Context: an optimization exercise on an open-source flow, tuned for small area, a short achievable clock period and few clock cycles per item. The choices shown serve that exercise and are no tape-out recipe.
At most, simulation tests tie the RTL to the original design; equivalence was not proved.
No activity file was given, so power comes from the tool's default toggle rates.

old:
==> flow/design.v <==
module DT(
	input			clk,
	input			reset,
	output	reg		done,
	output	reg		sti_rd,
	output		[9:0]	sti_addr,
	input		[15:0]	sti_di,
	output	reg		res_wr,
	output	reg		res_rd,
	output	reg	[13:0]	res_addr,
	output		[7:0]	res_do,
	input		[7:0]	res_di,
	output	reg		fw_finish
	);
function lt6;
	input [5:0] x, y;
	reg [5:0] gt, lt;
	integer i;
	begin
		lt6 = 1'b0;
		for (i = 0; i < 6; i = i + 1)
			lt6 = (~x[i] & y[i]) | (~(x[i] & ~y[i]) & lt6);
	end
endfunction
function [6:0] add7;
	input [6:0] x, y;
	reg [6:0] g, p, c;
	reg t;
	integer i, j, m;
	begin
		g = x & y;
		p = x ^ y;
		for (i = 0; i < 7; i = i + 1) begin
			c[i] = 1'b0;
			for (j = 0; j < i; j = j + 1) begin
				t = g[j];
				for (m = j + 1; m < i; m = m + 1)
					t = t & p[m];
				c[i] = c[i] | t;
			end
		end
		add7 = p ^ c;
	end
endfunction
function [9:0] inc10;
	input [9:0] x;
	reg t;
	integer i, m;
	begin
		for (i = 0; i < 10; i = i + 1) begin
			t = 1'b1;
			for (m = 0; m < i; m = m + 1)
				t = t & x[m];
			inc10[i] = x[i] ^ t;
		end
	end
endfunction
function [5:0] min6;
	input [5:0] x, y;
	min6 = lt6(x, y) ? x : y;
endfunction
function [3:0] lsb16;
	input [15:0] v;
	integer i;
	begin
		lsb16 = 4'd0;
		for (i = 15; i >= 0; i = i - 1)
			if (v[i]) lsb16 = i[3:0];
	end
endfunction
reg s_init, s_fdec, s_fra, s_frb, s_fw, s_fend;
reg s_bfind, s_bgo, s_bru, s_brv, s_bf, s_bl, s_bwn;
reg [5:0] do_r;		 
reg [5:0] a, b;		 
reg [9:0] wcnt;		 
reg [3:0] k;		 
reg xr;			 
reg fobj;		 
reg wv;			 
reg adj;		 
reg nc;			 
assign res_do = {2'b00, do_r};
assign sti_addr = wcnt ^ {10{fw_finish}};
wire [5:0] di = res_di[5:0];
wire [3:0] kn = k + (fw_finish ? 4'd1 : 4'd15);
wire xn = sti_di[kn];		 
wire [15:0] masked = sti_di & (16'hFFFF << k);
wire mz = (masked == 16'd0);
wire [3:0] f = lsb16(masked);
wire wend = (wcnt == 10'd1015);
wire flast = (res_addr == 14'd16382);
wire lt_adi = lt6(a, di);
wire [5:0] min_adi = lt_adi ? a : di;
wire [5:0] a_p1 = a + 6'd1;
wire [5:0] di_p1 = di + 6'd1;
wire [5:0] min_adi_p1 = lt_adi ? a_p1 : di_p1;
wire [5:0] fm1 = do_r - 6'd1;
wire bwrite = lt6(a, fm1) || lt6(di, fm1);
wire fwr = (s_fdec & !fobj) | s_fw;		 
wire badv = (s_bgo & !adj) | (s_bl & !bwrite & !nc) | (s_bwn & !nc);	 
wire bnext = (s_bl & !bwrite & nc) | (s_bwn & nc);	 
wire [6:0] rsrc = s_bgo ? ~wcnt[9:3] : res_addr[13:7];
wire [6:0] csrc = s_bgo ? ~{wcnt[2:0], k} : res_addr[6:0];
wire r_up = (s_fdec & fobj) | s_brv | s_bl;
wire r_dn = s_fw | s_bf | (s_bgo & adj & !wv) | (s_fdec & !fobj & (res_addr[6:0] == 7'd127));
wire c_m1 = s_fw | s_bf | s_bru | s_bwn;
wire c_p1 = (s_fdec & !fobj) | s_fra | s_frb | (s_bgo & adj & !wv);
wire c_p2 = s_fdec & fobj & wv;
wire [6:0] rnext = add7(rsrc, r_up ? 7'h7f : {6'd0, r_dn});
wire [6:0] cnext = add7(csrc, c_m1 ? 7'h7f : {5'd0, c_p2, c_p1});
always @(posedge clk or negedge reset) begin
	if (!reset) begin
		s_init <= 1'b1;
		s_fdec <= 1'b0;
		s_fra <= 1'b0;
		s_frb <= 1'b0;
		s_fw <= 1'b0;
		s_fend <= 1'b0;
		s_bfind <= 1'b0;
		s_bgo <= 1'b0;
		s_bru <= 1'b0;
		s_brv <= 1'b0;
		s_bf <= 1'b0;
		s_bl <= 1'b0;
		s_bwn <= 1'b0;
		done <= 1'b0;
		fw_finish <= 1'b0;
		sti_rd <= 1'b0;
		res_wr <= 1'b0;
		res_rd <= 1'b0;
		res_addr <= 14'd16383;
		wcnt <= 10'd0;
		k <= 4'd15;
		xr <= 1'b0;
		fobj <= 1'b0;
		wv <= 1'b0;
	end else begin
		s_init <= 1'b0;
		s_fdec <= s_init | s_fw | (s_fdec & !fobj & !flast);
		s_fra <= s_fdec & fobj & !wv;
		s_frb <= s_fra;
		s_fw <= (s_fdec & fobj & wv) | s_frb;
		s_fend <= s_fdec & !fobj & flast;
		s_bfind <= s_fend | (s_bfind & mz & !wend) | badv;
		s_bgo <= s_bfind & !mz;
		s_bru <= s_bgo & adj & !wv;
		s_brv <= s_bru;
		s_bf <= (s_bgo & adj & wv) | s_brv | bnext;
		s_bl <= s_bf;
		s_bwn <= s_bl & bwrite;
		done <= done | (s_bfind & mz & wend);
		if (s_fend) fw_finish <= 1'b1;
		res_rd <= (s_fdec & fobj) | s_fra | s_frb | (s_bgo & adj) | s_bru | s_brv | s_bf | bnext;
		res_wr <= fwr | (s_bgo & !adj) | (s_bl & bwrite);
		res_addr <= (s_bl & bwrite) ? ~{wcnt, k} : {rnext, cnext};
		sti_rd <= s_init | (fwr & (k == 4'd1)) | s_fend | (s_bfind & mz & !wend) | (badv & (k == 4'd15));
		if (s_fend)
			wcnt <= 10'd8;
		else if ((fwr & (k == 4'd1)) | (s_bfind & mz & !wend) | (badv & (k == 4'd15)))
			wcnt <= inc10(wcnt);
		if (s_fend | (s_bfind & mz))
			k <= 4'd0;
		else if (s_bfind)
			k <= f;
		else if (fwr | (s_bgo & !adj) | (s_bl & !bwrite) | s_bwn)
			k <= kn;
		if (fwr) xr <= xn;
		if (s_fdec & !fobj) fobj <= xn & xr;
		else if (s_fw) fobj <= xn;
		if ((s_fdec & !fobj) | s_fend | (s_bgo & !adj)) wv <= 1'b0;
		else if (s_fw | s_bl) wv <= 1'b1;
	end
end
always @(posedge clk) begin
	if (s_fend | (s_bfind & mz)) adj <= 1'b0;
	else if (s_bfind) adj <= adj & (f == k);
	else if (s_bgo) adj <= 1'b1;
	if (s_bf) nc <= xn & (k != 4'd15);
	if (s_init) do_r <= 6'd0;
	else if (s_fdec & !fobj) do_r <= {5'd0, xr};
	else if (s_fw) do_r <= min_adi_p1;
	else if (s_bgo & !adj) do_r <= 6'd1;
	else if (s_bf) do_r <= di;
	else if (s_bl & bwrite) do_r <= min_adi_p1;
	if (s_fdec & fobj) a <= wv ? min6(a, do_r) : do_r;
	else if (s_fra | s_frb | s_brv) a <= min_adi;
	else if (s_fw | s_bl) a <= min6(b, di);
	else if (s_bru) a <= di;
	else if (s_bf) a <= min6(a, do_r);
	if (s_frb | s_fw | s_brv | s_bl) b <= di;
end
endmodule
clock: 5.0 ns
lec_check: 0
abc_area: 1
cap_margin: 20
core_margin: 2
core_utilization: 55
place_density: 0.7
setup_slack_margin: 2.45
slew_margin: 20
standard.sh (not shown) runs the stock make flow with config.mk's settings and CLKGATE_MAP_FILE= SYNTH_SCRIPT=/design/flow/synth_recipe.tcl, a recipe that flattens the netlist after the stock synthesis.
==> flow/flow/run.sh <==
#!/bin/bash
# Standard layout, with plain buffers (instead of delay cells) on the ports.
set -o pipefail
bash standard.sh "BUFFER_PORTS_ARGS=-buffer_cell sky130_fd_sc_hd__buf_1" finish > flow.log 2>&1
Testbench counts of old, summed over its fixed seeds: cycles 1,042,110, images 32.
Changes in new relative to old:
--- a/flow/design.v
+++ b/flow/design.v
@@ -87,19 +87,18 @@
 wire [15:0] masked = sti_di & (16'hFFFF << k);
 wire mz = (masked == 16'd0);
 wire [3:0] f = lsb16(masked);
 wire wend = (wcnt == 10'd1015);
 wire flast = (res_addr == 14'd16382);
-wire lt_adi = lt6(a, di);
-wire [5:0] min_adi = lt_adi ? a : di;
-wire [5:0] a_p1 = a + 6'd1;
-wire [5:0] di_p1 = di + 6'd1;
-wire [5:0] min_adi_p1 = lt_adi ? a_p1 : di_p1;
+wire [5:0] min_adi = lt6(a, di) ? a : di;
+wire [5:0] min_adi_p1 = min_adi + 6'd1;
 wire [5:0] fm1 = do_r - 6'd1;
 wire bwrite = lt6(a, fm1) || lt6(di, fm1);
 wire fwr = (s_fdec & !fobj) | s_fw;		 
-wire badv = (s_bgo & !adj) | (s_bl & !bwrite & !nc) | (s_bwn & !nc);	 
+wire k15 = (k == 4'd15);
+wire badv = (s_bgo & !adj) | (s_bl & !bwrite & !nc & !k15) | (s_bwn & !nc);
+wire wadv = ((s_bgo & !adj) | (s_bwn & !nc)) & k15;
 wire bnext = (s_bl & !bwrite & nc) | (s_bwn & nc);	 
 wire [6:0] rsrc = s_bgo ? ~wcnt[9:3] : res_addr[13:7];
 wire [6:0] csrc = s_bgo ? ~{wcnt[2:0], k} : res_addr[6:0];
 wire r_up = (s_fdec & fobj) | s_brv | s_bl;
 wire r_dn = s_fw | s_bf | (s_bgo & adj & !wv) | (s_fdec & !fobj & (res_addr[6:0] == 7'd127));
@@ -145,26 +144,26 @@
 		s_bgo <= s_bfind & !mz;
 		s_bru <= s_bgo & adj & !wv;
 		s_brv <= s_bru;
 		s_bf <= (s_bgo & adj & wv) | s_brv | bnext;
 		s_bl <= s_bf;
-		s_bwn <= s_bl & bwrite;
+		s_bwn <= s_bl & (bwrite | (!nc & k15));
 		done <= done | (s_bfind & mz & wend);
 		if (s_fend) fw_finish <= 1'b1;
 		res_rd <= (s_fdec & fobj) | s_fra | s_frb | (s_bgo & adj) | s_bru | s_brv | s_bf | bnext;
 		res_wr <= fwr | (s_bgo & !adj) | (s_bl & bwrite);
 		res_addr <= (s_bl & bwrite) ? ~{wcnt, k} : {rnext, cnext};
-		sti_rd <= s_init | (fwr & (k == 4'd1)) | s_fend | (s_bfind & mz & !wend) | (badv & (k == 4'd15));
+		sti_rd <= s_init | (fwr & (k == 4'd1)) | s_fend | (s_bfind & mz & !wend) | wadv;
 		if (s_fend)
 			wcnt <= 10'd8;
-		else if ((fwr & (k == 4'd1)) | (s_bfind & mz & !wend) | (badv & (k == 4'd15)))
+		else if ((fwr & (k == 4'd1)) | (s_bfind & mz & !wend) | wadv)
 			wcnt <= inc10(wcnt);
 		if (s_fend | (s_bfind & mz))
 			k <= 4'd0;
 		else if (s_bfind)
 			k <= f;
-		else if (fwr | (s_bgo & !adj) | (s_bl & !bwrite) | s_bwn)
+		else if (fwr | (s_bgo & !adj) | (s_bl & !bwrite & (nc | !k15)) | s_bwn)
 			k <= kn;
 		if (fwr) xr <= xn;
 		if (s_fdec & !fobj) fobj <= xn & xr;
 		else if (s_fw) fobj <= xn;
 		if ((s_fdec & !fobj) | s_fend | (s_bgo & !adj)) wv <= 1'b0;
==> run summary <==
new: done, clean on timing, DRC and antenna. Per the comparison of new with old, transition time at the pin with the least slew margin -210 ps, clock-buffer cell count saw an increase. The count of filler cells inserted in the layout of new falls short of that of old by 16. The final reports for new and old show wire length reported by the detailed router higher in the former. old has a higher combinational power than new. Compared with old, new shows final area that has gone up slightly. Going from old to new, estimated wirelength of the detail-placed design has increased; share of cell area taken by flip-flops and latches has decreased; met3 wirelength from detailed routing has increased.
For new, only the layout was checked, not whether the RTL still works.

-- port drivers added, routing unchanged --
The flow's constraints put no driver on any port. The routed layouts listed below were extracted and timed again, unchanged, in two steps.
Step 1: set_driving_cell puts a clkbuf_16 on clk and a buf_2 on each other input, an assumption about the parent block.
Step 2 moves the port delays by t, midway between the first and last clock arrival at a register: inputs arrive t later, outputs are due t later. That takes back most of the time a late clock gives input paths.
Slacks: no drivers / after step 1 / after step 2; pairs: no drivers / after step 1.
| run | t, ns | setup WS [ns] | worst setup path at the end |
|---|---|---|---|
| old | 0.382 | 2.519 / 2.526 / 2.145 | input to register |
| new | 0.383 | 2.506 / 2.475 / 2.092 | input to register |
After both steps setup and hold are still met in every run listed. The setup slack of new, which loses most, moves by -0.031 ns with the drivers and by -0.414 ns with both steps.
